This is an optimization exercise on Yosys and OpenROAD, whose aim is small area and few clock cycles, not a production implementation.
Only simulation tests tie the RTL to the original design; equivalence was not proved.
No activity file was given, so power comes from the tool's default toggle rates.

**flow/run.sh**
```bash
#!/bin/bash
# Standard ORFS layout (the standard.sh) with two changes: CTS without
# dummy loads, clustering 11 sinks per clkbuf_4, and the ports buffered with buf_1.
set -uo pipefail
export CTS_ARGS="-sink_clustering_enable -repair_clock_nets -dont_use_dummy_load -sink_clustering_size 11 -sink_clustering_max_diameter 40 -buf_list sky130_fd_sc_hd__clkbuf_4"
export BUFFER_PORTS_ARGS="-buffer_cell sky130_fd_sc_hd__buf_1"
bash standard.sh > standard.log 2>&1
```
**design.v**
```verilog
module fifo (i_clk, i_reset, i_wr, i_data, i_rd,  o_data );
  parameter WIDTH = 8;  
  parameter M_WIDTH  = 8;  
  input wire i_clk;
  input wire i_reset;
  input wire i_wr;
  input wire [(WIDTH-1):0] i_data;
  input wire i_rd;
  output reg [(WIDTH-1):0] o_data;
  reg o_full;
  reg o_empty;
  reg [(WIDTH-1):0] fifo_mem [0:(1<<M_WIDTH)-1];  
  wire w_wr = (i_wr && !o_full);  
  wire w_rd = i_rd &&!o_empty;    
  reg [M_WIDTH:0] wr_addr;  
  reg [M_WIDTH:0] rd_addr;
  always @ (posedge i_clk) begin
    if (i_reset) begin
        wr_addr <= 0;
        rd_addr <= 0;
    end else begin
    if (w_wr)
        wr_addr <= wr_addr + 1;
    if (w_rd)
        rd_addr <= rd_addr + 1;
    end
  end
  always @ (posedge i_clk) begin
    if (w_wr)
        fifo_mem[wr_addr[M_WIDTH-1:0]] <= i_data;
    if (w_rd)
        o_data <= fifo_mem[rd_addr[M_WIDTH-1:0]];
  end
  reg [M_WIDTH:0] o_fill;
  always @ (*)
    o_fill = wr_addr - rd_addr;
  always @ (*)
    o_empty = (o_fill == 0);
  always @ (*)
    o_full = (o_fill == {1'b1,{(M_WIDTH){1'b0}} });
endmodule  
module dive2d (i_clk, i_reset, i_datax, i_datay, i_start, o_read, o_data, o_address, o_valid, o_bussy);
  input  wire        i_clk;
  input  wire        i_reset;
  input  wire [31:0] i_datax;
  input  wire [31:0] i_datay;
  input  wire        i_start;
  output wire        o_read;
  output wire [31:0] o_data;
  output wire [11:0] o_address;
  output wire        o_valid;
  output wire        o_bussy;
  reg  [31:0] dl [0:63];    
  reg  [31:0] py;           
  reg  [31:0] c0;           
  reg  [31:0] r_data;
  reg         r_valid;
  reg  [12:0] cnt;          
  reg         busy, rd, dv;
  wire x0   = (cnt[5:0] == 6'd63);                                   
  wire fin  = busy & cnt[12] & ~cnt[6] & (cnt[5:0] == 6'd63) & ~dv;   
  wire last = busy & cnt[12] & cnt[6] & (cnt[5:0] == 6'd0);           
  wire [31:0] a  = dl[63];
  wire [31:0] b  = ~i_datax;
  wire [31:0] e  = ~i_datay;
  wire [31:0] s1 = a ^ b ^ e;
  wire [31:0] c1 = (a & b) | (a & e) | (b & e);
  wire [31:0] u1 = {c1[30:0], 1'b1};
  wire [31:0] t;
  cia_add #(.N(32), .L1(16), .L2(32)) add_t (.a(s1), .b(u1), .ci(1'b1), .s(t));
  wire [31:0] xa = x0 ? c0 : s1;
  wire [31:0] xb = x0 ? 32'd0 : u1;
  wire [31:0] s2 = xa ^ xb ^ py;
  wire [31:0] c2 = (xa & xb) | (xa & py) | (xb & py);
  wire [31:0] r;
  cia_add #(.N(32), .L1(11), .L2(22)) add_r (.a(s2), .b({c2[30:0], ~x0}), .ci(1'b0), .s(r));
  integer i;
  always @(posedge i_clk) begin
    dl[0] <= i_datax;
    for (i = 1; i < 64; i = i + 1)
      dl[i] <= dl[i-1];
    py <= i_datay;
    if (x0)
      c0 <= t;
    r_data <= r;
  end
  always @(posedge i_clk) begin
    if (i_reset) begin
      busy    <= 1'b0;
      rd      <= 1'b0;
      dv      <= 1'b0;
      r_valid <= 1'b0;
    end else begin
      dv      <= rd;
      r_valid <= (dv & (cnt[12:6] != 7'd0) & (cnt[12:6] != 7'h7f)) | fin;
      if (i_start) begin
        busy <= 1'b1;
        rd   <= 1'b1;
      end else begin
        if (last)
          busy <= 1'b0;
        if (cnt[12] & ~cnt[6] & (cnt[5:0] == 6'd61))
          rd <= 1'b0;
      end
    end
  end
  always @(posedge i_clk) begin
    if (i_start)
      cnt <= 13'h1ffe;
    else
      cnt <= cnt + 13'd1;
  end
  wire [5:0] row = cnt[11:6] - {5'd0, (cnt[5:0] == 6'd0)};
  assign o_read    = rd;
  assign o_bussy   = busy;
  assign o_valid   = r_valid;
  assign o_data    = r_data;
  assign o_address = {row, cnt[5:0]};
endmodule
module cia_add #(parameter N = 32, L1 = 16, L2 = 32) (a, b, ci, s);
  input  wire [N-1:0] a, b;
  input  wire         ci;
  output wire [N-1:0] s;
  wire [N:0]   k;      
  wire [N-1:0] s0;     
  wire [N:0]   p;      
  wire [N:0]   bc;     
  genvar g;
  generate
    for (g = 0; g < N; g = g + 1) begin : bt
      wire kin = (g == 0) ? ci : ((g == L1 || g == L2) ? 1'b0 : k[g]);
      assign s0[g]  = a[g] ^ b[g] ^ kin;
      assign k[g+1] = (a[g] & b[g]) | (a[g] & kin) | (b[g] & kin);
      if (g < L1) begin : lo
        assign s[g] = s0[g];
      end else begin : hi
        wire pin = (g == L1 || g == L2) ? 1'b1 : p[g];
        assign p[g+1] = pin & s0[g];
        wire cin = (g < L2) ? bc[L1] : bc[L2];
        assign s[g] = s0[g] ^ (cin & pin);
      end
    end
  endgenerate
  assign bc[L1] = k[L1];
  assign bc[L2] = (L2 < N) ? (k[L2] | (bc[L1] & p[L2])) : 1'b0;
endmodule
```
**constraint.sdc**
```tcl
create_clock -name core_clock -period 10.0 [get_ports {i_clk}]
set_input_delay 2.0000 -clock core_clock [delete_from_list [all_inputs] [get_ports {i_clk}]]
set_output_delay 2.0000 -clock core_clock [all_outputs]
set_load 0.01 [all_outputs]
```
**standard.sh**
```bash
#!/bin/bash
# synth_recipe.tcl (not shown) runs the flow's synth.tcl, then flattens the netlist and writes it again
# the make line also repeats each setting of config.mk as NAME=value (left out here)
make -C /OpenROAD-flow-scripts/flow DESIGN_CONFIG=/design/flow/config.mk WORK_HOME=/design/flow/orfs CLKGATE_MAP_FILE= SYNTH_SCRIPT=/design/flow/synth_recipe.tcl "${@:-finish}"
```
**config.mk**
```make
export PLATFORM = sky130hd
export DESIGN_NAME = dive2d
export DESIGN_NICKNAME = dive2d
export VERILOG_FILES = /design/flow/design.v
export SDC_FILE = /design/flow/constraint.sdc
export NUM_CORES = 4
export LEC_CHECK = 0
export CAP_MARGIN = 20
export CORE_MARGIN = 2
export CORE_UTILIZATION = 70
export PLACE_DENSITY = 0.8
export SLEW_MARGIN = 20
```
==> results of run 1 <==
[flip-flops by register name, indices dropped and copies added, names as in the netlist]
| signal | count |
|---|---|
| dv | 1 |
| r_data | 32 |
| rd | 1 |
| py | 32 |
| dl | 2048 |
| cnt | 13 |
| c0 | 32 |
| busy | 1 |
| r_valid | 1 |
[critical path, cell delays in order]
cell,delay [ns]
buf_1,0.10
fa_1,0.54
ha_1,0.16
inv_1,0.06
fa_1,0.49
fa_1,0.48
fa_1,0.47
fa_1,0.48
fa_1,0.46
fa_1,0.47
fa_1,0.49
fa_1,0.49
fa_1,0.48
fa_1,0.46
fa_1,0.47
fa_1,0.47
fa_1,0.46
inv_1,0.09
fa_1,0.19
nand4bb_2,0.14
or3b_1,0.18
or4_4,0.18
nor3_4,0.05
xor2_1,0.17
[per-stage QoR]
step	setup slack (ns)	total power, uW	setup TNS, ns
after global routing	0.4713	13880	0
after CTS	0.7977	13430	0
after global placement	-0.1988	10110	-1.111
final	0.7202	13270	0
after detailed placement	-0.3265	10170	-2.602
after floorplan	0.1666	9853	0
[Yosys cell counts (3+ instances only)]
cell type	count	area, sq um
dfxtp_1	2129	42620
inv_1	132	495.5
fa_1	117	2342
nand2_1	52	195.2
edfxtp_1	32	960.9
xnor2_1	27	236.5
nor2_1	23	86.33
xor2_1	20	175.2
mux2i_1	18	180.2
ha_1	13	162.7
and2_1	11	68.82
clkbuf_1	11	41.29
nand2b_1	9	56.30
nand3_1	7	35.03
buf_4	6	45.04
nor3_1	6	30.03
a21oi_1	5	25.02
o21ai_0	5	25.02
and3_1	4	25.02
nand4_1	4	25.02
nor4_1	4	25.02
o21a_1	4	30.03
nor2b_1	3	18.77
o21bai_1	3	22.52
or3_1	3	18.77
[worst max-delay path by stage]
stage	start	endpoint	slack, ns	cells after the start
6_report	i_datax[1]	c0[31]	0.72	24
5_1_grt	i_datax[1]	c0[31]	0.47	24
4_1_cts	i_datax[1]	c0[31]	0.80	24
3_5_place_dp	i_datax[1]	c0[31]	-0.33	24
3_3_place_gp	i_datax[1]	c0[31]	-0.20	24
2_1_floorplan	i_datax[1]	c0[31]	0.17	24
[routing by layer]
layer	track usage, %	up-vias
li1	-	8770
met1	25.47	8299
met2	27.60	369
met3	5.037	133
met4	7.622	8
met5	0	-
[power groups by stage]
| stage | logic [uW] | clock network (uW) | registers, uW |
|---|---|---|---|
| floorplan | 464 | 0 | 9390 |
| global placement | 676 | 0 | 9430 |
| detailed placement | 714 | 0 | 9450 |
| CTS | 720 | 3440 | 9270 |
| global route | 800 | 3770 | 9300 |
| finish | 711 | 3310 | 9260 |
[layout make-up]
cell class / instances / area (sq um) / share of cell area, %
inverters: 132 / 495.5 / 0.9651
well taps: 882 / 1104 / 2.150
diodes: 4 / 10.01 / 0.01950
multi-input cells: 360 / 4004 / 7.799
clock buffers: 219 / 1644 / 3.202
repair buffers: 123 / 499.2 / 0.9724
flip-flops and latches: 2161 / 43580 / 84.89
[kinds of logic (layout without fill, tap and decap cells)]
group	Yosys count	count (layout)	share of synthesized area, %
xor+xnor	47	47	0.8544
other cells	0	4	0
simple gates	142	142	1.545
flops	2161	2161	90.46
fa+ha+maj	130	130	5.199
mux	18	18	0.3740
buf+inv	153	474	1.244
compound gates	23	23	0.3272
==> run notes, run 1 <==
The flow ran to the end and the layout has no timing, DRC or antenna violations. The area added between synthesis and finish is 6.555%, and the met1 wire length is 28340 um. The longest clock path from root to sink contains 3 buffers.

The run gives 3194 as the count of nets after finishing. For the number of antenna violations at the first check in global routing, the log shows 7. The run gives 27190 um as the met2 routed wirelength. The part of the power in registers came out at 69.7%. The die is 266.4 um tall. Once layout is complete, the cells apart from fillers number 3881. The reg-to-reg critical path endpoint is c0[31].

Beginning of the worst hold path: dl[36][11]. After floorplanning, the core was divided into 96 placement rows. The number of synthesized flops with an enable pin came out at 32. Of the total power, the share spent switching nets is 21.72%. The number of stages on the worst hold path was 0. The share of flip-flops with an asynchronous set or reset is 0%. Setup violations remaining at the end of the flow were counted as 0. The detailed router used layers up to and including met5.

The wire-length estimate of the detail-placed layout is 37500 um. The final critical path takes up 92.80% of the cycle. The logs give 49680 sq um for the standard cell area after detailed placement and 3658 for the number of instances in the placed design. The logs give 90.46% for the sequential-to-total area share from yosys stat and 0 for the post-CTS setup-driven buffer insertion count. The worst hold path terminates at dl[37][11]. In this run the remaining antenna-violating nets after routing total 0. The Yosys step of the flow raised 2 warnings. The detail-routed net length per standard cell came out at 15.62 um.

By startpoint and endpoint, the worst setup path is classified as in2reg. The number of failing hold endpoints at the final stage came out at 0. The post-layout minimum cycle time works out to 9.280 ns. Setup repair after global routing left no endpoint under its margin. The cell sitting at the root of the clock tree is a clkbuf_4.

The first global-routing pass estimated 99920 um of wire. The detailed-router iteration count before antenna repair is 5, and the headroom to the max-slew limit is 62.53%. The number of nets in the synthesized netlist is 2871, and the minimum hold slack is 0.2270 ns. The most common library cell in the layout ignoring fill and taps was dfxtp_1. Maximum vdd ir drop: 0.0001546 V. For this design the ratio of total power to cell area is 258.6 nW/um^2. The worst setup path is captured at a flop. Leaving out fill and tap cells, the most frequent cells in the layout are dfxtp_1 (2129), clkbuf_4 (219), inv_1 (131). The die covers 70940 sq um. The share of total power dissipated in combinational logic is 5.4%. The transition time of the tightest slew-check pin came out at 0.5620 ns.

During I/O placement, the number of pins put on the boundary was 114. In this run, synthesis produced a sequential element count of 2161. The CTS sink count is 2161, and the clock power share is 24.9%. The final standard cell utilization of the core is 75.12%, and the average via count per standard cell is 4.530. The met3 layer wire length in the routed design was 3588 um; the synthesized instance count was 2674.

The via count of the first global-routing pass is 19360, and the deepest level of the CTS H-tree is 4. Clock-pin slew was measured on the worst setup and hold paths at 0.11 ns. The floorplan step defined a core boundary enclosing 68350 sq um. After detailed routing, the total wire length is 60620 um. Worst hold path class: reg2reg.

The logs give 2884 uW for the net switching power of the design and 0 for the post-cts gate resize count. The leakage power of the design came out at 0.02149 uW. In this run the register-to-register setup slack is 1.44 ns.

The tools report the clock latency on the worst-skew pair as 1.05 ns. Max-cap violations in this run came to 0. The startpoint identified for the worst register-to-register timing path is dl[63][1].

Number of vias in the routed layout: 17580. The average footprint of a synthesized cell is 18.02 sq um. STA puts the critical path data arrival time at 10.00 ns. The total of buffers placed on input and output ports works out to 113. For the overall track demand over capacity in global routing, the log shows 18.33%.

The quantity of hold-fixing buffers added after cts is 0. TritonCTS created 219 clock buffers. The final count of pins violating max slew is 0, and the fraction of layout cells with a size suffix above 1 is 8.080%. The required time reported for the critical path endpoint is 10.72 ns. Launching element type of the critical path: an input port. After routing the design area is 51340 sq um.

The tools report the initial core utilization as 70.49%. Among all flip-flop cells after synthesis, the most frequent one is dfxtp_1. The worst-case reg-to-reg path depth came out at 24. The die is 266.4 um wide. The internal portion of the total power is 10390 uW. The total overflow left after global routing is 0. TritonCTS built the clock tree. The cell area that synthesis handed to floorplanning was 48180 sq um.

The largest driver fanout on the critical path was 3; the number of distinct library cells after synthesis was 44. The final routed DRC violation total was 0. The congestion estimate from routability-driven global placement came to 0.8135.

Static timing analysis puts the maximum clock frequency at 107.8 MHz. Largest net degree at the start of global routing: 34. The detailed router's first-iteration violation count came out at 792.

The count of filler cells inserted in the layout was 3873; the setup clock skew after layout was 0.1607 ns.
Testbench counts, summed over its fixed seeds: cycles 99,912.
==> inputs of run 2 (changes only) <==
==> flow/run.sh (replaced) <==
#!/bin/bash
# Standard ORFS layout (the standard.sh) with two changes: CTS without
# dummy loads, clustering 10 sinks per clkbuf_4, and the ports buffered with buf_1.
set -uo pipefail
export CTS_ARGS="-sink_clustering_enable -repair_clock_nets -dont_use_dummy_load -sink_clustering_size 10 -sink_clustering_max_diameter 40 -buf_list sky130_fd_sc_hd__clkbuf_4"
export BUFFER_PORTS_ARGS="-buffer_cell sky130_fd_sc_hd__buf_1"
bash standard.sh > standard.log 2>&1
==> run 2 against run 1 <==
Effect of this change:
- final area is 0.30% higher
- area after synthesis stayed put
- total power is 0.80% higher
- non-clock buffer count stayed put
- sequential power hardly changed
- combinational power hardly changed
- die area stayed put
- wire length is 0.10% higher
- clock power is 3% higher
- fmax is 0.78% higher
- critical path type unchanged
- critical endpoint unchanged
- largest power group unchanged
==> run notes, run 2 <==
The run gives 69.2% (was 69.7%) as the part of the power in registers. Final weighted congestion of routability-driven global placement: 0.8135 (unchanged). Root buffer cell: clkbuf_4 (unchanged).

The required time reported for the critical path endpoint is 10.79 ns (was 10.72 ns), and the sequential-to-total area share from yosys stat is 90.46% (unchanged). The number of failing hold endpoints at the final stage is 0 (unchanged). The run gives 10470 uW (was 10390 uW) as the cell-internal power.

The dominant synthesized flop cell is dfxtp_1 (unchanged). The deepest level of the CTS H-tree was 4 (unchanged). The share of power burned in combinational logic is 5.3% (was 5.4%), and the number of warnings issued by yosys is 2 (unchanged).

The met2 track utilization from global routing is 27.51% (was 27.60%), and the largest driver fanout on the critical path is 3 (unchanged). The run gives 3904 (was 3881) as the number of standard cells in the final layout excluding fillers. The run gives 18.33% (about the same) as the overall track demand over capacity in global routing.

The number of stages on the worst setup path is 24 (unchanged). Most crowded layer after global routing: met2 (unchanged). For the number of CTS-inserted buffers, the log shows 238 (was 219). The share of the clock period used by the worst path works out to 92.08% (was 92.80%). Most used cells in the layout excluding fill and tap cells: dfxtp_1 (2129), clkbuf_4 (238), inv_1 (131) (was dfxtp_1 (2129), clkbuf_4 (219), inv_1 (131)). Most common library cell in the layout ignoring fill and taps: dfxtp_1 (unchanged).

The initial core utilization is 70.49% (unchanged), and the placeable core region is 68350 sq um (unchanged). The run gives 0.2237 ns (was 0.2270 ns) as the minimum hold slack. The run gives 96 (unchanged) as the number of cell rows. Vertical extent of the die: 266.4 um (unchanged). The worst reg2reg path startpoint is dl[63][1] (unchanged). The logs give 60.93% (was 62.53%) for the headroom to the max-slew limit and 25.5% (was 24.9%) for the clock power share.

The post-cts gate resize count was 0 (unchanged); the final routed DRC violation total was 0 (unchanged). The run gives 75.34% (was 75.12%) as the final standard cell utilization of the core. Cell class contributing the biggest share of worst-path delay: adder cells (unchanged). The critical path endpoint category is a flop (unchanged). The number of vias in the routed layout was 17670 (was 17580); the delay contributed by the slowest stage of the critical path was 0.54 ns (about the same).

For the setup TNS after final layout, the log shows 0 ns (unchanged). The logs give 0.02158 uW (was 0.02149 uW) for the leakage power of the design and 0.0001767 V (was 0.0001546 V) for the maximum vdd ir drop. Flip-flop count of the largest register after layout: 2048 (unchanged). The post-synthesis share of cell area spent on and, or, nand and nor gates works out to 1.545% (unchanged). Cell repeated most along the worst path: fa_1 (unchanged). TritonCTS built the clock tree.

Horizontal extent of the die: 266.4 um (unchanged). Post-synth top cells: dfxtp_1 (2129), inv_1 (132), fa_1 (117), nand2_1 (52), edfxtp_1 (32) (unchanged). The tools report the number of instances in the placed design as 3658 (unchanged). The cell with the most instances after synthesis is dfxtp_1 (unchanged).

The launching element type of the critical path was an input port (unchanged). The number of max-cap violations came out at 0 (unchanged). The tools report the first-pass GRT wire length as 99930 um (was 99920 um). The number of synthesized flops with an enable pin was 32 (unchanged). For the via count of the first global-routing pass, the log shows 19500 (was 19360). Worst hold path class: reg2reg (unchanged). The number of antenna violations at the first check in global routing came out at 7 (unchanged). The average footprint of a synthesized cell came out at 18.02 sq um (unchanged). The fraction of the mapped netlist area in adder cells is 5.199% (unchanged), and the net switching fraction of the power is 21.73% (was 21.72%).

The tools report the post-place setup slack as -0.3265 ns (unchanged). The total of buffers placed on input and output ports came out at 113 (unchanged). Crit path cell chain: buf_1, fa_1, ha_1, inv_1, fa_1, fa_1, fa_1, fa_1, fa_1, fa_1, fa_1, fa_1, fa_1, fa_1, fa_1, fa_1, fa_1, inv_1, fa_1, nand4bb_2, or3b_1, or4_4, nor3_4, xor2_1 (unchanged). The count of nets after finishing is 3213 (was 3194). The average via count per standard cell was 4.527 (was 4.530). The data arrival time of the worst path was 10.00 ns (about the same). The category of the most critical setup path was in2reg (unchanged). The capture point of the critical path was c0[31] (unchanged).

The fraction of layout cells with a size suffix above 1 works out to 8.660% (was 8.080%). The flip-flop and latch count after synthesis came out at 2161 (unchanged). Reg-to-reg critical path endpoint: c0[31] (unchanged). The dominant cell type by area after synthesis was dfxtp_1 (unchanged). The maximum buffer depth of the clock tree was 3 (unchanged); the detailed router's first-iteration violation count was 748 (was 792).

The power density of the placed cells works out to 259.9 nW/um^2 (was 258.6 nW/um^2). For the total congestion overflow, the log shows 0 (unchanged). The xor and xnor area share after synthesis came out at 0.8544% (unchanged). The post-detailed-placement half-perimeter wirelength came out at 37500 um (unchanged). The mux share of post-synthesis cell area is 0.3740% (unchanged), and the share of flip-flops with an asynchronous set or reset is 0% (unchanged). The tools report the number of ports placed on the die boundary as 114 (unchanged). The transition time of the tightest slew-check pin is 0.5797 ns (was 0.5620 ns), and the worst-case reg-to-reg path depth is 24 (unchanged).

The number of nets in the synthesized netlist was 2871 (unchanged). Launching instance or port of the critical path: i_datax[1] (unchanged). The post-layout worst setup margin is 0.7919 ns (was 0.7202 ns). The maximum frequency from static timing analysis was 108.6 MHz (was 107.8 MHz).

The post-synthesis compound-gate area fraction works out to 0.3272% (unchanged). The clock latency on the worst-skew pair was 1.09 ns (was 1.05 ns). The synthesized instance count was 2674 (unchanged). The net switching power of the design was 2907 uW (was 2884 uW).

The main combinational cell family by area after synthesis was adder cells (unchanged). For the mapped cell area, the log shows 48180 sq um (unchanged). The post-layout minimum cycle time is 9.208 ns (was 9.280 ns), and the die area is 70940 sq um (unchanged). The run gives 0 (unchanged) as the number of failing setup endpoints in the final timing report.

The setup clock skew after layout is 0.1227 ns (was 0.1607 ns), and the CTS sink count is 2161 (unchanged). The logs give 34 (unchanged) for the largest net degree at the start of global routing and 44 (unchanged) for the number of distinct library cells after synthesis. The tools report the post-detailed-route count of antenna-violating nets as 0 (unchanged).

The detail-routed net length per standard cell works out to 15.54 um (was 15.62 um). The quantity of hold-fixing buffers added after cts was 0 (unchanged); the clock-pin slew on the worst setup and hold paths was 0.11 ns (about the same). The setup slack of the most critical reg-to-reg path is 1.47 ns (was 1.44 ns), and the portion of synthesized cell area occupied by the leading cell type is 88.46% (unchanged). The flow ran to the end and the layout has no timing, DRC or antenna violations.

The met1 usage in global routing was 25.47% (about the same). Area added between synthesis and finish: 6.871% (was 6.555%). The buffers plus inverters on the worst setup path was 3 (unchanged). The tools report the detailed-router iteration count before antenna repair as 5 (unchanged).

The tools report the detailed-route wire length as 60680 um (was 60620 um). The register with the highest flop count is dl (unchanged). For the post-CTS setup-driven buffer insertion count, the log shows 0 (unchanged). Setup repair after global routing left no endpoint under its margin.

The critical path's slowest cell was fa_1 (unchanged). Top cells by area, synth: dfxtp_1 (88%), fa_1 (4.9%), edfxtp_1 (2.0%) (unchanged). For the final count of pins violating max slew, the log shows 0 (unchanged). For the global routing usage on met3, the log shows 5.444% (was 5.037%).
[run 2: worst min-delay path by stage]
stage               slack [ns]  startpoint  cells after the start         end
global route              0.23  dl[33][11]                      0  dl[34][11]
floorplan                 0.31    dl[9][0]                      0   dl[10][0]
detailed placement        0.31   dl[12][0]                      0   dl[13][0]
CTS                       0.23  dl[47][11]                      0  dl[48][11]
global placement          0.31   dl[61][0]                      0   dl[62][0]
finish                    0.22  dl[36][11]                      0  dl[37][11]
[run 2: area by class of cell]
class / instances / area, sq um
Inverter: 132 / 495.5
Timing Repair Buffer: 123 / 499.2
Tap cell: 882 / 1104
Fill cell: 3862 / 16850
Antenna cell: 8 / 20.02
Sequential cell: 2161 / 43580
Clock buffer: 238 / 1787
Multi-Input combinational cell: 360 / 4004
[run 2: logic make-up after synthesis]
logic type,count (synthesis)
buffers and inverters,153
multiplexers,18
AND/OR/NAND/NOR,142
AO/OA/AOI/OAI,23
adder cells (fa/ha/maj),130
XOR/XNOR,47
flip-flops,2161
[run 2: metal layers]
| metal | wire length, um | vias up |
|---|---|---|
| li1 | - | 8830 |
| met3 | 3999 | 108 |
| met4 | 1218 | 6 |
| met1 | 28370 | 8363 |
| met2 | 27060 | 367 |
| met5 | 41 | - |
[run 2: through the flow]
| stage | cell area, sq um | total power [uW] |
|---|---|---|
| after CTS | 51470 | 13540 |
| final | 51490 | 13380 |
| after global routing | 51490 | 13990 |
| after floorplan | 48180 | 9853 |
| after detailed placement | 49680 | 10170 |
| after global placement | 49680 | 10110 |
[run 2: power by group through the flow]
stage / logic [uW] / clock network (uW) / registers [uW]
floorplan: 464 / 0 / 9390
global placement: 676 / 0 / 9430
detailed placement: 714 / 0 / 9450
CTS: 721 / 3550 / 9260
global route: 799 / 3890 / 9300
finish: 713 / 3410 / 9260
==> inputs of run 3 (changes only) <==
--- a/design.v
+++ b/design.v
@@ -51,6 +51,6 @@
   output wire        o_valid;
   output wire        o_bussy;
-  reg  [31:0] dl [0:63];    
-  reg  [31:0] py;           
+  reg  [31:0] dl [0:62];    
+  reg  [31:0] d63;          
   reg  [31:0] c0;           
   reg  [31:0] r_data;
@@ -59,7 +59,10 @@
   reg         busy, rd, dv;
   wire x0   = (cnt[5:0] == 6'd63);                                   
+  wire x63  = (cnt[5:0] == 6'd62);                                   
   wire fin  = busy & cnt[12] & ~cnt[6] & (cnt[5:0] == 6'd63) & ~dv;   
   wire last = busy & cnt[12] & cnt[6] & (cnt[5:0] == 6'd0);           
-  wire [31:0] a  = dl[63];
+  wire [31:0] f;
+  cia_add #(.N(32), .L1(11), .L2(22)) add_f (.a(x63 ? c0 : dl[62]), .b(i_datay), .ci(1'b0), .s(f));
+  wire [31:0] a  = d63;
   wire [31:0] b  = ~i_datax;
   wire [31:0] e  = ~i_datay;
@@ -67,21 +70,17 @@
   wire [31:0] c1 = (a & b) | (a & e) | (b & e);
   wire [31:0] u1 = {c1[30:0], 1'b1};
-  wire [31:0] t;
-  cia_add #(.N(32), .L1(16), .L2(32)) add_t (.a(s1), .b(u1), .ci(1'b1), .s(t));
-  wire [31:0] xa = x0 ? c0 : s1;
-  wire [31:0] xb = x0 ? 32'd0 : u1;
-  wire [31:0] s2 = xa ^ xb ^ py;
-  wire [31:0] c2 = (xa & xb) | (xa & py) | (xb & py);
   wire [31:0] r;
-  cia_add #(.N(32), .L1(11), .L2(22)) add_r (.a(s2), .b({c2[30:0], ~x0}), .ci(1'b0), .s(r));
+  cia_add #(.N(32), .L1(11), .L2(22)) add_r (.a(s1), .b(u1), .ci(1'b1), .s(r));
   integer i;
   always @(posedge i_clk) begin
     dl[0] <= i_datax;
-    for (i = 1; i < 64; i = i + 1)
+    for (i = 1; i < 63; i = i + 1)
       dl[i] <= dl[i-1];
-    py <= i_datay;
+    d63 <= x63 ? dl[62] : f;
     if (x0)
-      c0 <= t;
-    r_data <= r;
+      c0 <= r;
+    else if (x63)
+      c0 <= f;
+    r_data <= x0 ? c0 : r;
   end
   always @(posedge i_clk) begin
==> run 3 against run 2 <==
Effect of this change:
- still clean
- worst hold slack improved by 0.067 ns
- core utilization up 0.46 points
- global-route usage increased by 0.080 points
- largest power group unchanged
==> run notes, run 3 <==
The run finished with no timing, DRC or antenna violations. The logs give 0 (unchanged) for the final routed DRC violation total and 67400 sq um (was 68350 sq um) for the placeable core region. For the maximum frequency from static timing analysis, the log shows 113.6 MHz (was 108.6 MHz). For the number of failing hold endpoints at the final stage, the log shows 0 (unchanged). The most common library cell in the layout ignoring fill and taps is dfxtp_1 (unchanged).

The data arrival time of the worst path was 9.53 ns (was 10.00 ns); the horizontal extent of the die was 265.5 um (was 266.4 um). The run gives 0.7863 (was 0.8135) as the final weighted congestion of routability-driven global placement. The tools report the finished layout cell area as 51090 sq um (was 51490 sq um). The transition time of the tightest slew-check pin works out to 0.9155 ns (was 0.5797 ns). The run gives 100500 um (was 99930 um) as the first-pass GRT wire length. Crit path cell chain: buf_1, fa_1, inv_1, ha_1, inv_1, fa_1, fa_1, fa_1, fa_1, fa_1, fa_1, fa_1, fa_1, fa_1, fa_1, nor4bb_1, nand4_1, a2111oi_0, xnor2_1, nor2_1, a21oi_1 (was buf_1, fa_1, ha_1, inv_1, fa_1, fa_1, fa_1, fa_1, fa_1, fa_1, fa_1, fa_1, fa_1, fa_1, fa_1, fa_1, fa_1, inv_1, fa_1, nand4bb_2, or3b_1, or4_4, nor3_4, xor2_1). The total congestion overflow was 0 (unchanged).

Top cells by area, synth: dfxtp_1 (88%), fa_1 (3.6%), edfxtp_1 (2.0%) (was dfxtp_1 (88%), fa_1 (4.9%), edfxtp_1 (2.0%)). The number of warnings issued by yosys is 2 (unchanged). The beginning of the worst hold path is dl[41][18] (was dl[36][11]). The via count of the first global-routing pass was 19730 (was 19500).

Clock-pin slew on the worst setup and hold paths: 0.10 ns (was 0.11 ns). The headroom to the max-slew limit was 38.97% (was 60.93%); the flip-flop count of the largest register after layout was 2016 (was 2048). The overall track demand over capacity in global routing was 18.41% (was 18.33%); the average footprint of a synthesized cell was 17.26 sq um (was 18.02 sq um). Average via count per standard cell: 4.632 (was 4.527). For the detailed-router iteration count before antenna repair, the log shows 5 (unchanged). Setup TNS after final layout: 0 ns (unchanged). The number of synthesized flops with an enable pin was 32 (unchanged). The critical path's slowest cell is a2111oi_0 (was fa_1). The share of flip-flops with an asynchronous set or reset came out at 0% (unchanged).

The delay contributed by the slowest stage of the critical path was 0.66 ns (was 0.54 ns); the count of filler cells inserted in the layout was 3820 (was 3862). The vertical extent of the die came out at 265.5 um (was 266.4 um). The deepest level of the CTS H-tree is 4 (unchanged), and the detailed-route wire length is 61350 um (was 60680 um).

The clock latency on the worst-skew pair is 1.07 ns (was 1.09 ns). Number of max-cap violations: 0 (unchanged). The share of the clock period used by the worst path works out to 88.06% (was 92.08%).

The power density of the placed cells works out to 280.6 nW/um^2 (was 259.9 nW/um^2). Cell class contributing the biggest share of worst-path delay: adder cells (unchanged). The largest net degree at the start of global routing is 77 (was 34). Setup repair after global routing left no endpoint under its margin. Launching instance or port of the critical path: i_datax[11] (was i_datax[1]). The number of distinct library cells after synthesis was 46 (was 44); the mapped cell area was 47880 sq um (was 48180 sq um). The register area is 42940 sq um (was 43580 sq um), and the sequential-to-total area share from yosys stat is 89.69% (was 90.46%). The portion of synthesized cell area occupied by the leading cell type was 87.68% (was 88.46%); the maximum vdd ir drop was 0.0001809 V (was 0.0001767 V). For the detailed router's first-iteration violation count, the log shows 824 (was 748). The tools report the number of failing setup endpoints in the final timing report as 0 (unchanged). The cell with the most instances after synthesis is dfxtp_1 (unchanged).

The synthesized instance count is 2774 (was 2674), and the flip-flop and latch count after synthesis is 2129 (was 2161). Initial core utilization: 71.04% (was 70.49%). The cell repeated most along the worst path is fa_1 (unchanged).

The number of CTS-inserted buffers is 233 (was 238). The number of ports placed on the die boundary is 114 (unchanged). The post-detailed-route count of antenna-violating nets came out at 0 (unchanged). The post-detailed-placement half-perimeter wirelength was 37490 um (was 37500 um). Post-synth top cells: dfxtp_1 (2097), nand2_1 (113), inv_1 (111), fa_1 (86), nor2_1 (52) (was dfxtp_1 (2129), inv_1 (132), fa_1 (117), nand2_1 (52), edfxtp_1 (32)).

The setup clock skew after layout is 0.07354 ns (was 0.1227 ns), and the post-cts gate resize count is 0 (unchanged). The quantity of hold-fixing buffers added after cts came out at 0 (unchanged). For the final count of pins violating max slew, the log shows 0 (unchanged). For the leakage power of the design, the log shows 0.02156 uW (was 0.02158 uW). The footprint of the multi-input gates is 4384 sq um (was 4004 sq um), and the standard cell area after detailed placement is 49290 sq um (was 49680 sq um). The post-CTS setup-driven buffer insertion count came out at 0 (unchanged). The largest driver fanout on the critical path came out at 7 (was 3). The critical path endpoint category is a flop (unchanged).

Buffers plus inverters on the worst setup path: 3 (unchanged). The fraction of layout cells with a size suffix above 1 is 9.411% (was 8.660%), and the count of nets after finishing is 3263 (was 3213). The register with the highest flop count is dl (unchanged). The number of vias in the routed layout is 18420 (was 17670), and the required time reported for the critical path endpoint is 10.73 ns (was 10.79 ns).

The dominant synthesized flop cell was dfxtp_1 (unchanged). The category of the most critical setup path is in2reg (unchanged). Worst reg2reg path startpoint: d63[10] (was dl[63][1]). Number of nets in the synthesized netlist: 2943 (was 2871). Launching element type of the critical path: an input port (unchanged). The maximum buffer depth of the clock tree is 3 (unchanged). The worst hold path class was reg2reg (unchanged). The post-layout minimum cycle time was 8.806 ns (was 9.208 ns). Dominant cell type by area after synthesis: dfxtp_1 (unchanged). For the die area, the log shows 70510 sq um (was 70940 sq um). TritonCTS built the clock tree. The tools report the root buffer cell as clkbuf_4 (unchanged). The total of buffers placed on input and output ports was 113 (unchanged); the detail-routed net length per standard cell was 15.43 um (was 15.54 um). Number of cell rows: 95 (was 96).

The tools report the final standard cell utilization of the core as 75.80% (was 75.34%). The number of antenna violations at the first check in global routing is 8 (was 7), and the area added between synthesis and finish is 6.698% (was 6.871%). Most used cells in the layout excluding fill and tap cells: dfxtp_1 (2097), clkbuf_4 (233), buf_1 (113) (was dfxtp_1 (2129), clkbuf_4 (238), inv_1 (131)). The tools report the CTS sink count as 2129 (was 2161).
==> run 3: cell count changes after synthesis, moves of 7 or more <==
cell     before   now
a21oi_1       5    46
and2_1       11     2
buf_1         2     9
dfxtp_1    2129  2097
fa_1        117    86
inv_1       132   111
mux2_2        0    41
nand2_1      52   113
nand3_1       7    16
nor2_1       23    52
==> run 3: through the flow <==
stage | instances | hold slack [ns] | total power [uW] | worst slack (ns)
3_3_place_gp | 3731 | 0.3104 | 11070 | 0.3070
6_report | 3976 | 0.2910 | 14330 | 1.194
2_1_floorplan | 2774 | 0.3096 | 10650 | 1.173
4_1_cts | 3964 | 0.2626 | 14490 | 1.312
3_5_place_dp | 3731 | 0.3121 | 11170 | 0.1720
5_1_grt | 3972 | 0.2673 | 15070 | 0.9192
==> run 3: power breakdown <==
part | total, uW | switching [uW] | leakage [uW] | internal (uW)
sequential | 9330 | 236 | 0.0179 | 9090
combinational | 1660 | 949 | 0.00263 | 710
clock | 3340 | 2280 | 0.00107 | 1070
==> run 3: worst paths after layout <==
check	cells after the start	slack, ns	end
max	21	1.19	c0[27]
min	0	0.29	dl[42][18]
max reg2reg	21	2.03	c0[27]
min reg2reg	0	0.29	dl[42][18]
==> run 3: cell families after synthesis <==
kind of cell	after synthesis	synth area share [%]
multiplexers	53	1.215
flip-flops	2129	89.69
adder cells (fa/ha/maj)	102	4.014
AO/OA/AOI/OAI	66	0.7814
AND/OR/NAND/NOR	226	2.119
buffers and inverters	144	1.194
XOR/XNOR	54	0.9878
==> run 3: cell type report <==
| cell class | count | share of cell area (%) |
|---|---|---|
| antenna | 11 | 0.05388 |
| clock buffer | 233 | 3.424 |
| inverter | 111 | 0.8156 |
| multi-input combinational | 501 | 8.582 |
| sequential | 2129 | 84.06 |
| tap | 873 | 2.138 |
| timing repair buffer | 118 | 0.9283 |
==> run 3: routing by layer <==
metal / share of wire, % / track usage (%) / up-vias
met5: 0.082 / 0 / -
met4: 2.6 / 8.337 / 8
met3: 6.0 / 5.388 / 129
met2: 45 / 27.37 / 412
met1: 47 / 25.36 / 8690
li1: - / - / 9176
Testbench counts of run 3, summed over its fixed seeds: cycles 99,912.
==> inputs of run 4 (changes only) <==
==> flow/run.sh (replaced) <==
#!/bin/bash
# Standard ORFS layout (the standard.sh) with two changes: CTS without
# dummy loads, clustering 12 sinks per clkbuf_4, and the ports buffered with buf_1.
set -uo pipefail
export CTS_ARGS="-sink_clustering_enable -repair_clock_nets -dont_use_dummy_load -sink_clustering_size 12 -sink_clustering_max_diameter 35 -buf_list sky130_fd_sc_hd__clkbuf_4"
export BUFFER_PORTS_ARGS="-buffer_cell sky130_fd_sc_hd__buf_1"
bash standard.sh > standard.log 2>&1
==> run 4 against run 3 <==
Effect of this change:
- still clean on timing, DRC and antenna
- clock skew grew 0.052 ns
- area after synthesis is the same
- clock power shrank 5%
- wire length shrank 0.68%
- global-route usage shrank 0.20 points
- critical endpoint unchanged
- largest power group unchanged
==> run notes, run 4 <==
The number of failing setup endpoints in the final timing report is 0 (unchanged), and the flip-flop and latch count after synthesis is 2129 (unchanged). The share of flip-flops with an asynchronous set or reset works out to 0% (unchanged). Critical path's slowest cell: a2111oi_0 (unchanged). The die area is 70510 sq um (unchanged), and the count of nets after finishing is 3235 (was 3263). The maximum frequency from static timing analysis was 112.5 MHz (was 113.6 MHz). The finished layout cell area was 50860 sq um (was 51090 sq um).

Post-synthesis share of cell area spent on and, or, nand and nor gates: 2.119% (unchanged). The main combinational cell family by area after synthesis was adder cells (unchanged). The via count of the first global-routing pass is 19450 (was 19730). The number of warnings issued by yosys is 2 (unchanged), and the deepest level of the CTS H-tree is 4 (unchanged).

Maximum vdd ir drop: 0.0001541 V (was 0.0001809 V). The number of standard cells in the final layout excluding fillers was 3940 (was 3976); the detail-routed net length per standard cell was 15.47 um (was 15.43 um). The logs give 0.1720 ns (unchanged) for the post-place setup slack and 0 (unchanged) for the quantity of hold-fixing buffers added after cts. Initial core utilization: 71.04% (unchanged). The dominant cell type by area after synthesis is dfxtp_1 (unchanged). The share of the clock period used by the worst path came out at 88.91% (was 88.06%).

The setup TNS after final layout was 0 ns (unchanged). The reg-to-reg critical path endpoint was c0[27] (unchanged). The area added between synthesis and finish is 6.217% (was 6.698%).

The launching instance or port of the critical path is i_datax[11] (unchanged). The beginning of the worst hold path is dl[61][30] (was dl[41][18]). The tools report the post-CTS setup-driven buffer insertion count as 0 (unchanged).

The data arrival time of the worst path is 9.53 ns (about the same), and the sequential-to-total area share from yosys stat is 89.69% (unchanged). Number of cell rows: 95 (unchanged). For the largest net degree at the start of global routing, the log shows 77 (unchanged). The cell repeated most along the worst path was fa_1 (unchanged). The number of failing hold endpoints at the final stage came out at 0 (unchanged). Most used cells in the layout excluding fill and tap cells: dfxtp_1 (2097), clkbuf_4 (205), buf_1 (113) (was dfxtp_1 (2097), clkbuf_4 (233), buf_1 (113)).

The post-synthesis compound-gate area fraction works out to 0.7814% (unchanged). The delay contributed by the slowest stage of the critical path is 0.66 ns (about the same). The power density of the placed cells is 278.6 nW/um^2 (was 280.6 nW/um^2), and the headroom to the max-slew limit is 38.53% (was 38.97%). The count of filler cells inserted in the layout is 3877 (was 3820). The setup slack of the most critical reg-to-reg path is 2.02 ns (was 2.03 ns), and the placeable core region is 67400 sq um (unchanged). The register area was 42940 sq um (unchanged).

The post-layout minimum cycle time was 8.891 ns (was 8.806 ns). Final weighted congestion of routability-driven global placement: 0.7863 (unchanged). The number of synthesized flops with an enable pin came out at 32 (unchanged). The number of ports placed on the die boundary was 114 (unchanged); the clock latency on the worst-skew pair was 1.01 ns (was 1.07 ns).

The transition time of the tightest slew-check pin was 0.9220 ns (was 0.9155 ns); the horizontal extent of the die was 265.5 um (unchanged). The tools report the required time reported for the critical path endpoint as 10.64 ns (was 10.73 ns). Launching element type of the critical path: an input port (unchanged). The fraction of layout cells with a size suffix above 1 works out to 8.584% (was 9.411%). The CTS sink count was 2129 (unchanged); the overall track demand over capacity in global routing was 18.21% (was 18.41%). The flip-flop count of the largest register after layout is 2016 (unchanged). Setup clock skew after layout: 0.1257 ns (was 0.07354 ns).

The tools report the capture point of the critical path as c0[27] (unchanged). Fraction of the mapped netlist area in adder cells: 4.014% (unchanged). Post-synth top cells: dfxtp_1 (2097), nand2_1 (113), inv_1 (111), fa_1 (86), nor2_1 (52) (unchanged). Leakage power of the design: 0.02143 uW (was 0.02156 uW). The tools report the post-cts gate resize count as 0 (unchanged). The worst-case reg-to-reg path depth was 21 (unchanged). The worst reg2reg path startpoint is d63[10] (unchanged).

Crit path cell chain: buf_1, fa_1, inv_1, ha_1, inv_1, fa_1, fa_1, fa_1, fa_1, fa_1, fa_1, fa_1, fa_1, fa_1, fa_1, nor4bb_1, nand4_1, a2111oi_0, xnor2_1, nor2_1, a21oi_1 (unchanged). For the number of vias in the routed layout, the log shows 18300 (was 18420). The post-layout worst setup margin is 1.109 ns (was 1.194 ns). The root buffer cell was clkbuf_4 (unchanged).

The cell with the most instances after synthesis was dfxtp_1 (unchanged). The logs give 37490 um (unchanged) for the post-detailed-placement half-perimeter wirelength and 47880 sq um (unchanged) for the mapped cell area. The run gives 7 (was 5) as the detailed-router iteration count before antenna repair.

For the footprint of the multi-input gates, the log shows 4384 sq um (unchanged). The most common library cell in the layout ignoring fill and taps was dfxtp_1 (unchanged). The total of buffers placed on input and output ports was 113 (unchanged); the final routed DRC violation total was 0 (unchanged). Mux share of post-synthesis cell area: 1.215% (unchanged). The clock-pin slew on the worst setup and hold paths is 0.10 ns (about the same). The critical path endpoint category was a flop (unchanged). Largest driver fanout on the critical path: 7 (unchanged). The maximum buffer depth of the clock tree was 3 (unchanged); the number of antenna violations at the first check in global routing was 7 (was 8). The total congestion overflow came out at 0 (unchanged).

TritonCTS built the clock tree. The logs give 46 (unchanged) for the number of distinct library cells after synthesis and 905 (was 824) for the detailed router's first-iteration violation count. Standard cell area after detailed placement: 49290 sq um (unchanged).

The detailed-route wire length came out at 60930 um (was 61350 um). The logs give 99700 um (was 100500 um) for the first-pass GRT wire length and 205 (was 233) for the number of CTS-inserted buffers. The xor and xnor area share after synthesis was 0.9878% (unchanged). Top cells by area, synth: dfxtp_1 (88%), fa_1 (3.6%), edfxtp_1 (2.0%) (unchanged). The post-detailed-route count of antenna-violating nets is 0 (unchanged), and the synthesized instance count is 2774 (unchanged). Vertical extent of the die: 265.5 um (unchanged).

The average via count per standard cell works out to 4.645 (was 4.632). The register with the highest flop count is dl (unchanged). Setup repair after global routing left no endpoint under its margin.

The worst hold path class is reg2reg (unchanged). The run gives 0 (unchanged) as the final count of pins violating max slew. Dominant synthesized flop cell: dfxtp_1 (unchanged).

The number of nets in the synthesized netlist came out at 2943 (unchanged). The number of instances in the placed design was 3731 (unchanged); the portion of synthesized cell area occupied by the leading cell type was 87.68% (unchanged). The run finished with no timing, DRC or antenna violations. The run gives 0 (unchanged) as the number of max-cap violations. The category of the most critical setup path is in2reg (unchanged). The average footprint of a synthesized cell is 17.26 sq um (unchanged).
-- run 4: cell counts after synthesis --
Identical to the previous run, type by type.
-- run 4: cell families (layout without fill, tap and decap cells) --
kind of cell | after synthesis | after routing
buffers and inverters | 144 | 434
flip-flops | 2129 | 2129
multiplexers | 53 | 53
AND/OR/NAND/NOR | 226 | 226
XOR/XNOR | 54 | 54
adder cells (fa/ha/maj) | 102 | 102
other | 0 | 3
AO/OA/AOI/OAI | 66 | 66
-- run 4: where the power goes --
part           total (uW)  switching [uW]  internal (uW)
clock network        3170            2230            944
registers            9330             235           9100
logic                1660             951            711
total               14200            3420          10800
-- run 4: through the flow --
step           power [uW]  hold WS (ns)  util [%]
5_1_grt             14880        0.2677     75.45
4_1_cts             14310        0.2616     75.42
6_report            14170        0.2680     75.46
3_5_place_dp        11170        0.3121     73.13
2_1_floorplan       10650        0.3096         -
3_3_place_gp        11070        0.3104     73.13
-- run 4: routing by layer --
layer,GRT usage [%],routed length (um)
met4,7.207,1518
met5,0,40
met3,5.379,3654
met2,27.22,27140
met1,25.37,28580
-- run 4: final cells by class --
type / instances / share of cell area (%)
diodes: 3 / 0.01476
flip-flops and latches: 2129 / 84.44
repair buffers: 118 / 0.9325
well taps: 873 / 2.148
multi-input cells: 501 / 8.621
clock buffers: 205 / 3.026
inverters: 111 / 0.8193
-- run 4: how the worst min path moves through the flow --
stage | slack (ns) | endpoint | cells after the start
after floorplan | 0.31 | dl[10][0] | 0
after global placement | 0.31 | dl[61][13] | 0
after detailed placement | 0.31 | dl[26][23] | 0
after CTS | 0.26 | dl[51][19] | 0
after global routing | 0.27 | dl[58][30] | 0
final | 0.27 | dl[62][30] | 0
-- run 4: worst max-delay path: cells and delay by family --
kind	cells	cell delay (ns)
AOI/OAI and AO/OA	2	0.72
buffers and inverters	3	0.45
and+or+nand+nor	3	0.77
xor gates and xnor gates	1	0.17
adders and majority gates	12	5.42
==> inputs of run 5 (changes only) <==
--- a/config.mk
+++ b/config.mk
@@ -8,5 +8,5 @@
 export CAP_MARGIN = 20
 export CORE_MARGIN = 2
-export CORE_UTILIZATION = 70
-export PLACE_DENSITY = 0.8
+export CORE_UTILIZATION = 75
+export PLACE_DENSITY = 0.85
 export SLEW_MARGIN = 20
==> run 5 against run 4 <==
Effect of this change:
- fmax up 2.2%
- combinational power up 5%
- clock-buffer cell count unchanged
- worst hold slack worse by 0.0082 ns
- critical path type unchanged
- highest routed layer unchanged
- critical endpoint unchanged
- largest cell class unchanged
- non-clock buffer count down 1
- critical path depth unchanged
- still clean
- via count up 0.95%
==> run notes, run 5 <==
The required time reported for the critical path endpoint is 10.72 ns (was 10.64 ns), and the final routed DRC violation total is 0 (unchanged). Post-synth top cells: dfxtp_1 (2097), nand2_1 (113), inv_1 (111), fa_1 (86), nor2_1 (52) (unchanged). The worst hold path class was reg2reg (unchanged). The dominant synthesized flop cell was dfxtp_1 (unchanged). Die area: 65870 sq um (was 70510 sq um). The run gives 42940 sq um (unchanged) as the register area. The quantity of hold-fixing buffers added after cts was 0 (unchanged); the flip-flop and latch count after synthesis was 2129 (unchanged). The largest driver fanout on the critical path is 3 (was 7), and the share of the clock period used by the worst path is 86.97% (was 88.91%).

The run gives 14280 uW (was 14170 uW) as the post-layout total power. The maximum buffer depth of the clock tree was 3 (unchanged). The run gives 92 (was 95) as the number of cell rows.

The root buffer cell is clkbuf_4 (unchanged). Setup repair after global routing left no endpoint under its margin. The run gives 0.2598 ns (was 0.2680 ns) as the minimum hold slack. The launching element type of the critical path was an input port (unchanged).

The run gives 4 (unchanged) as the deepest level of the CTS H-tree. The tools report the detailed-router iteration count before antenna repair as 4 (was 7). Largest net degree at the start of global routing: 78 (was 77).

For the detailed router's first-iteration violation count, the log shows 905 (unchanged). The number of vias in the routed layout came out at 18480 (was 18300). The placeable core region came out at 63080 sq um (was 67400 sq um). Global routing usage on met3: 5.457% (was 5.379%). The area added between synthesis and finish works out to 6.167% (was 6.217%).

The flow ran to the end and the layout has no timing, DRC or antenna violations. The total of buffers placed on input and output ports came out at 113 (unchanged). The most common library cell in the layout ignoring fill and taps was dfxtp_1 (unchanged). Count of nets after finishing: 3234 (was 3235). The number of nets in the synthesized netlist is 2943 (unchanged), and the portion of synthesized cell area occupied by the leading cell type is 87.68% (unchanged).

The overall track demand over capacity in global routing was 20.65% (was 18.21%); the final weighted congestion of routability-driven global placement was 0.8077 (was 0.7863). The average via count per standard cell is 4.718 (was 4.645), and the number of failing setup endpoints in the final timing report is 0 (unchanged). The clock-pin slew on the worst setup and hold paths is 0.12 ns (was 0.10 ns). Flip-flop count of the largest register after layout: 2016 (unchanged). The footprint of the multi-input gates is 4384 sq um (unchanged), and the initial core utilization is 75.90% (was 71.04%). The critical path endpoint category is a flop (unchanged). TritonCTS built the clock tree. The met2 track utilization from global routing is 32.55% (was 27.22%), and the power density of the placed cells is 281.0 nW/um^2 (was 278.6 nW/um^2).

The number of instances in the placed design is 3703 (was 3731), and the final count of pins violating max slew is 0 (unchanged). For the total congestion overflow, the log shows 0 (unchanged). The worst-case reg-to-reg path depth is 20 (was 21).

The logs give 9.42 ns (was 9.53 ns) for the data arrival time of the worst path and 0 (unchanged) for the number of max-cap violations. Mapped cell area: 47880 sq um (unchanged). The tools report the beginning of the worst hold path as dl[1][25] (was dl[61][30]). Number of ports placed on the die boundary: 114 (unchanged). The fraction of layout cells with a size suffix above 1 is 8.554% (was 8.584%), and the number of antenna violations at the first check in global routing is 9 (was 7). The standard cell area after detailed placement was 49250 sq um (was 49290 sq um); the number of failing hold endpoints at the final stage was 0 (unchanged).

The setup TNS after final layout came out at 0 ns (unchanged). The tools report the reg-to-reg critical path endpoint as c0[27] (unchanged). The post-layout minimum cycle time is 8.697 ns (was 8.891 ns). The synthesized instance count came out at 2774 (unchanged). The logs give 0 (unchanged) for the post-CTS setup-driven buffer insertion count and 0 (unchanged) for the post-detailed-route count of antenna-violating nets.

The dominant cell type by area after synthesis is dfxtp_1 (unchanged). The setup slack of the most critical reg-to-reg path came out at 1.81 ns (was 2.02 ns). Most used cells in the layout excluding fill and tap cells: dfxtp_1 (2097), clkbuf_4 (205), buf_1 (113) (unchanged). The clock latency on the worst-skew pair came out at 1.03 ns (was 1.01 ns). Horizontal extent of the die: 256.7 um (was 265.5 um). The tools report the number of warnings issued by yosys as 2 (unchanged). The share of flip-flops with an asynchronous set or reset was 0% (unchanged).

The average footprint of a synthesized cell was 17.26 sq um (unchanged). Top cells by area, synth: dfxtp_1 (88%), fa_1 (3.6%), edfxtp_1 (2.0%) (unchanged). The transition time of the tightest slew-check pin is 0.9812 ns (was 0.9220 ns), and the sequential-to-total area share from yosys stat is 89.69% (unchanged).

Register with the highest flop count: dl (unchanged). The number of synthesized flops with an enable pin works out to 32 (unchanged). The most crowded layer after global routing was met2 (unchanged). The category of the most critical setup path is in2reg (unchanged). The setup clock skew after layout is 0.08880 ns (was 0.1257 ns). The number of stages on the worst hold path is 0 (unchanged), and the first-pass GRT wire length is 104300 um (was 99700 um).

The count of filler cells inserted in the layout came out at 3192 (was 3877). The tools report the post-detailed-placement half-perimeter wirelength as 41250 um (was 37490 um). The vertical extent of the die works out to 256.7 um (was 265.5 um). The run gives 205 (unchanged) as the number of CTS-inserted buffers. The cell with the most instances after synthesis is dfxtp_1 (unchanged). The CTS sink count is 2129 (unchanged). Worst hold endpoint: dl[2][25] (was dl[62][30]). The worst reg2reg path startpoint is cnt[2] (was d63[10]). Via count of the first global-routing pass: 20100 (was 19450).

Detailed-route wire length: 65370 um (was 60930 um). Maximum vdd ir drop: 0.0001593 V (was 0.0001541 V). The leakage power of the design is 0.02143 uW (about the same). For the maximum frequency from static timing analysis, the log shows 115.0 MHz (was 112.5 MHz). Met1 usage in global routing: 27.67% (was 25.37%).

The number of standard cells in the final layout excluding fillers is 3916 (was 3940), and the number of distinct library cells after synthesis is 46 (unchanged). The detail-routed net length per standard cell came out at 16.69 um (was 15.47 um). Post-cts gate resize count: 0 (unchanged). The headroom to the max-slew limit was 34.36% (was 38.53%). Finished layout cell area: 50830 sq um (was 50860 sq um).
==> run 5: area by class of cell <==
| type | count | share of cell area, % |
|---|---|---|
| clock buffers | 205 | 3.028 |
| multi-input cells | 501 | 8.625 |
| flip-flops and latches | 2129 | 84.48 |
| diodes | 7 | 0.03446 |
| repair buffers | 117 | 0.9329 |
| inverters | 111 | 0.8197 |
| well taps | 846 | 2.082 |
==> run 5: power breakdown <==
part / total, uW / internal (uW) / switching [uW] / leakage, uW
logic: 1750 / 724 / 1030 / 0.00263
registers: 9340 / 9100 / 243 / 0.0179
clock network: 3190 / 945 / 2250 / 0.000943
==> run 5: kinds of logic (layout without fill, tap and decap cells) <==
logic type               Yosys count  in the layout  synth area share [%]
AND/OR/NAND/NOR                  226            226                 2.119
adder cells (fa/ha/maj)          102            102                 4.014
AO/OA/AOI/OAI                     66             66                0.7814
XOR/XNOR                          54             54                0.9878
other                              0              7                     0
multiplexers                      53             53                 1.215
flip-flops                      2129           2129                 89.69
buffers and inverters            144            433                 1.194
==> run 5: worst max path at each step <==
stage,start,end,slack [ns],depth (start not counted)
floorplan,i_datax[11],c0[27],1.17,20
global placement,i_datax[11],c0[31],0.69,22
detailed placement,i_datax[11],c0[31],0.34,22
CTS,i_datax[11],c0[31],1.50,22
global route,i_datax[11],c0[27],1.00,21
finish,i_datax[11],c0[27],1.30,21
==> run 5: stage by stage <==
stage / util (%) / setup slack, ns
2_1_floorplan: - / 1.173
3_3_place_gp: 78.07 / 0.6881
3_5_place_dp: 78.07 / 0.3364
4_1_cts: 80.51 / 1.499
5_1_grt: 80.58 / 1.004
6_report: 80.58 / 1.303
==> run 5: layer usage <==
layer	routed length (um)	vias up
met3	3185	147
met1	29870	8771
met4	1669	6
li1	-	9112
met5	43	-
met2	30600	441
==> run 5: critical path: stages <==
cell	delay (ns)
buf_1	0.20
fa_1	0.47
inv_1	0.08
ha_1	0.18
inv_1	0.08
fa_1	0.46
fa_1	0.48
fa_1	0.47
fa_1	0.47
fa_1	0.46
fa_1	0.46
fa_1	0.46
fa_1	0.47
fa_1	0.47
fa_1	0.55
nor4bb_1	0.27
nand4_1	0.22
a2111oi_0	0.71
xnor2_1	0.25
nor2_1	0.14
a21oi_1	0.05
==> inputs of run 6 (changes only) <==
==> flow/run.sh (replaced) <==
#!/bin/bash
# Standard ORFS layout (the standard.sh) with two changes: CTS without
# dummy loads, clustering 11 sinks per clkbuf_4, and the ports buffered with buf_1.
set -uo pipefail
export CTS_ARGS="-sink_clustering_enable -repair_clock_nets -dont_use_dummy_load -sink_clustering_size 11 -sink_clustering_max_diameter 40 -buf_list sky130_fd_sc_hd__clkbuf_4"
export BUFFER_PORTS_ARGS="-buffer_cell sky130_fd_sc_hd__buf_1"
bash standard.sh > standard.log 2>&1
==> run 6 against run 5 <==
Effect of this change:
- fmax up 0.85%
- global-route usage barely moved
- via count shrank 0.35%
- flip-flop and latch count did not move
- final cell count grew 0.20%
- critical endpoint is now c0[31]
- wire length fell by 0.16%
- first-iteration DRC count decreased by 5.9%
- final area about the same
- sequential share of layout area down 0.066 points
- worst setup slack better by 0.074 ns
- clock-buffer cell count increased by 9
- sequential power barely moved
==> run notes, run 6 <==
The flow ran to the end and the layout has no timing, DRC or antenna violations. The detailed-route wire length is 65260 um (was 65370 um), and the standard cell area after detailed placement is 49250 sq um (unchanged). The tools report the deepest level of the CTS H-tree as 4 (unchanged). The overall track demand over capacity in global routing was 20.67% (was 20.65%). The number of synthesized flops with an enable pin works out to 32 (unchanged). The final count of pins violating max slew was 0 (unchanged); the transition time of the tightest slew-check pin was 1.117 ns (was 0.9812 ns).

TritonCTS built the clock tree. The tools report the data arrival time of the worst path as 9.37 ns (was 9.42 ns). Detailed router's first-iteration violation count: 852 (was 905). The main combinational cell family by area after synthesis is adder cells (unchanged). Largest driver fanout on the critical path: 6 (was 3).

The headroom to the max-slew limit was 25.51% (was 34.36%). The dominant synthesized flop cell was dfxtp_1 (unchanged). The launching element type of the critical path is an input port (unchanged). The portion of synthesized cell area occupied by the leading cell type is 87.68% (unchanged), and the register area is 42940 sq um (unchanged). The number of failing hold endpoints at the final stage is 0 (unchanged), and the average via count per standard cell is 4.692 (was 4.718).

Quantity of hold-fixing buffers added after cts: 0 (unchanged). The flip-flop count of the largest register after layout was 2016 (unchanged); the leakage power of the design was 0.02146 uW (was 0.02143 uW). For the final routed DRC violation total, the log shows 0 (unchanged). The tools report the synthesized instance count as 2774 (unchanged). For the total congestion overflow, the log shows 0 (unchanged). Post-synth top cells: dfxtp_1 (2097), nand2_1 (113), inv_1 (111), fa_1 (86), nor2_1 (52) (unchanged).

The number of CTS-inserted buffers came out at 214 (was 205). The flip-flop and latch count after synthesis was 2129 (unchanged). The logs give 3924 (was 3916) for the number of standard cells in the final layout excluding fillers and 46 (unchanged) for the number of distinct library cells after synthesis. The tools report the CTS sink count as 2129 (unchanged). The logs give 10.75 ns (was 10.72 ns) for the required time reported for the critical path endpoint and 116.0 MHz (was 115.0 MHz) for the maximum frequency from static timing analysis. The total of buffers placed on input and output ports came out at 113 (unchanged). The power density of the placed cells is 281.5 nW/um^2 (was 281.0 nW/um^2), and the via count of the first global-routing pass is 20080 (was 20100).

The dominant cell type by area after synthesis is dfxtp_1 (unchanged). The post-cts gate resize count is 0 (unchanged). The xor and xnor area share after synthesis is 0.9878% (unchanged), and the count of filler cells inserted in the layout is 3182 (was 3192).

The run gives 65870 sq um (unchanged) as the die area. The mux share of post-synthesis cell area was 1.215% (unchanged); the maximum vdd ir drop was 0.0001591 V (was 0.0001593 V). For the post-CTS setup-driven buffer insertion count, the log shows 0 (unchanged).

The tools report the number of ports placed on the die boundary as 114 (unchanged). The setup TNS after final layout came out at 0 ns (unchanged). The fraction of layout cells with a size suffix above 1 was 8.792% (was 8.554%). The post-layout minimum cycle time is 8.623 ns (was 8.697 ns). The number of instances in the placed design is 3703 (unchanged).

Most used cells in the layout excluding fill and tap cells: dfxtp_1 (2097), clkbuf_4 (214), buf_1 (113) (was dfxtp_1 (2097), clkbuf_4 (205), buf_1 (113)). The cell with the most instances after synthesis was dfxtp_1 (unchanged). Number of warnings issued by yosys: 2 (unchanged). The logs give 0 (unchanged) for the post-detailed-route count of antenna-violating nets and 89.69% (unchanged) for the sequential-to-total area share from yosys stat. The number of cell rows came out at 92 (unchanged). The tools report the root buffer cell as clkbuf_4 (unchanged). The post-synthesis share of cell area spent on and, or, nand and nor gates was 2.119% (unchanged); the area added between synthesis and finish was 6.251% (was 6.167%). The detail-routed net length per standard cell came out at 16.63 um (was 16.69 um). Most common library cell in the layout ignoring fill and taps: dfxtp_1 (unchanged). The horizontal extent of the die is 256.7 um (unchanged), and the footprint of the multi-input gates is 4384 sq um (unchanged). Clock-pin slew on the worst setup and hold paths: 0.11 ns (was 0.12 ns).

The category of the most critical setup path is in2reg (unchanged). For the number of antenna violations at the first check in global routing, the log shows 8 (was 9). The logs give 0.8077 (unchanged) for the final weighted congestion of routability-driven global placement and 104600 um (was 104300 um) for the first-pass GRT wire length.

The count of nets after finishing came out at 3242 (was 3234). The run gives 2943 (unchanged) as the number of nets in the synthesized netlist. The average footprint of a synthesized cell is 17.26 sq um (unchanged), and the finished layout cell area is 50870 sq um (was 50830 sq um).

The post-detailed-placement half-perimeter wirelength is 41250 um (unchanged). The share of flip-flops with an asynchronous set or reset was 0% (unchanged); the detailed-router iteration count before antenna repair was 5 (was 4). The clock latency on the worst-skew pair is 1.04 ns (was 1.03 ns), and the number of failing setup endpoints in the final timing report is 0 (unchanged).

For the initial core utilization, the log shows 75.90% (unchanged). Setup repair after global routing left no endpoint under its margin. The setup clock skew after layout is 0.07290 ns (was 0.08880 ns). The critical path endpoint category was a flop (unchanged).

The placeable core region is 63080 sq um (unchanged). The run gives 78 (unchanged) as the largest net degree at the start of global routing. Top cells by area, synth: dfxtp_1 (88%), fa_1 (3.6%), edfxtp_1 (2.0%) (unchanged). Fraction of the mapped netlist area in adder cells: 4.014% (unchanged). For the number of vias in the routed layout, the log shows 18410 (was 18480).

Worst hold path class: reg2reg (unchanged). The run gives 47880 sq um (unchanged) as the mapped cell area. The run gives 14320 uW (was 14280 uW) as the post-layout total power.

The run gives 3 (unchanged) as the maximum buffer depth of the clock tree. Vertical extent of the die: 256.7 um (unchanged). Share of the clock period used by the worst path: 86.23% (was 86.97%). The register with the highest flop count was dl (unchanged). The number of max-cap violations was 0 (unchanged). The post-synthesis compound-gate area fraction is 0.7814% (unchanged).
run 6: cell counts after synthesis:
Identical to the previous run, type by type.
run 6: metal layers:
layer | up-vias | GRT usage [%] | routed length (um)
met3 | 112 | 5.902 | 3595
met5 | - | 0 | 27
met4 | 4 | 7.897 | 1472
li1 | 9124 | - | -
met1 | 8739 | 27.80 | 29830
met2 | 433 | 32.33 | 30330
run 6: power breakdown:
group / total [uW] / internal [uW] / switching [uW]
sequential: 9340 / 9100 / 242
combinational: 1730 / 719 / 1010
clock: 3250 / 985 / 2260
run 6: kinds of logic (layout without fill, tap and decap cells):
group / count (synthesis) / after routing
DFF: 2129 / 2129
other: 0 / 7
and+or+nand+nor: 226 / 226
buffers and inverters: 144 / 441
adders and majority gates: 102 / 102
muxes: 53 / 53
AOI/OAI and AO/OA: 66 / 66
xor gates and xnor gates: 54 / 54
run 6: path summary, 6_finish.rpt:
kind | startpoint | endpoint | slack (ns) | cells after the start
worst max-delay path | i_datax[11] | c0[31] | 1.38 | 22
worst min-delay path | dl[18][11] | dl[19][11] | 0.29 | 0
worst max register to register | cnt[2] | c0[27] | 1.87 | 20
worst min register to register | dl[18][11] | dl[19][11] | 0.29 | 0
run 6: per-stage QoR:
stage	hold WS (ns)	util, %	setup WS (ns)
global route	0.2707	80.64	1.053
detailed placement	0.3121	78.07	0.3364
finish	0.2891	80.65	1.377
CTS	0.2722	80.62	1.513
floorplan	0.3096	-	1.173
global placement	0.3098	78.07	0.6881
run 6: cell type report:
class                   instances  area share [%]
diodes                          7         0.03443
clock buffers                 214           3.158
inverters                     111          0.8190
multi-input cells             501           8.618
flip-flops and latches       2129           84.41
well taps                     846           2.081
repair buffers                116          0.8781
run 6: worst max-delay path: stages:
cell and delay, ns:
buf_1 0.21, fa_1 0.48, inv_1 0.08, ha_1 0.19, inv_1 0.08, fa_1 0.46, fa_1 0.48, fa_1 0.47
fa_1 0.47, fa_1 0.46, fa_1 0.46, fa_1 0.46, fa_1 0.47, fa_1 0.47, fa_1 0.55, nor4bb_1 0.27
nand4_1 0.23, buf_4 0.24, a211oi_2 0.32, nor2b_1 0.22, xnor2_1 0.17, mux2i_1 0.11

what the ideal ports hide:
In the flow no input, the clock included, has a driving cell. The finished layouts below were timed again as built, in two steps.
Step 1 assumes that a clkbuf_16 drives the clock port and a buf_2 every other input.
Step 2, shift: input delay + t, output delay - t, t = (earliest + latest rising clock arrival at the registers) / 2. This alone moves slack from input paths to output paths.
a / b / c = no drivers / after step 1 / after step 2; a / b = the first two.
| run | shift t [ns] | slack for setup (ns) | clock arrival spread, ns | slew at the worst register clock pin (ns) |
|---|---|---|---|---|
| run 1 | 1.031 | 0.720 / 0.758 / -0.274 | 0.163 / 0.163 | 0.12 / 0.12 |
| run 2 | 1.088 | 0.792 / 0.828 / -0.260 | 0.123 / 0.123 | 0.11 / 0.11 |
| run 3 | 1.106 | 1.194 / 1.227 / 0.121 | 0.090 / 0.090 | 0.11 / 0.11 |
| run 4 | 1.006 | 1.109 / 1.136 / 0.131 | 0.128 / 0.129 | 0.12 / 0.12 |
| run 5 | 1.060 | 1.303 / 1.340 / 0.280 | 0.114 / 0.114 | 0.12 / 0.12 |
| run 6 | 1.063 | 1.377 / 1.413 / 0.350 | 0.075 / 0.075 | 0.11 / 0.11 |
With both steps, setup timing fails in run 1 and run 2, where it was met with ideal ports. The setup slack of run 3, which loses most, moves by +0.033 ns with the drivers and by -1.073 ns with both steps.
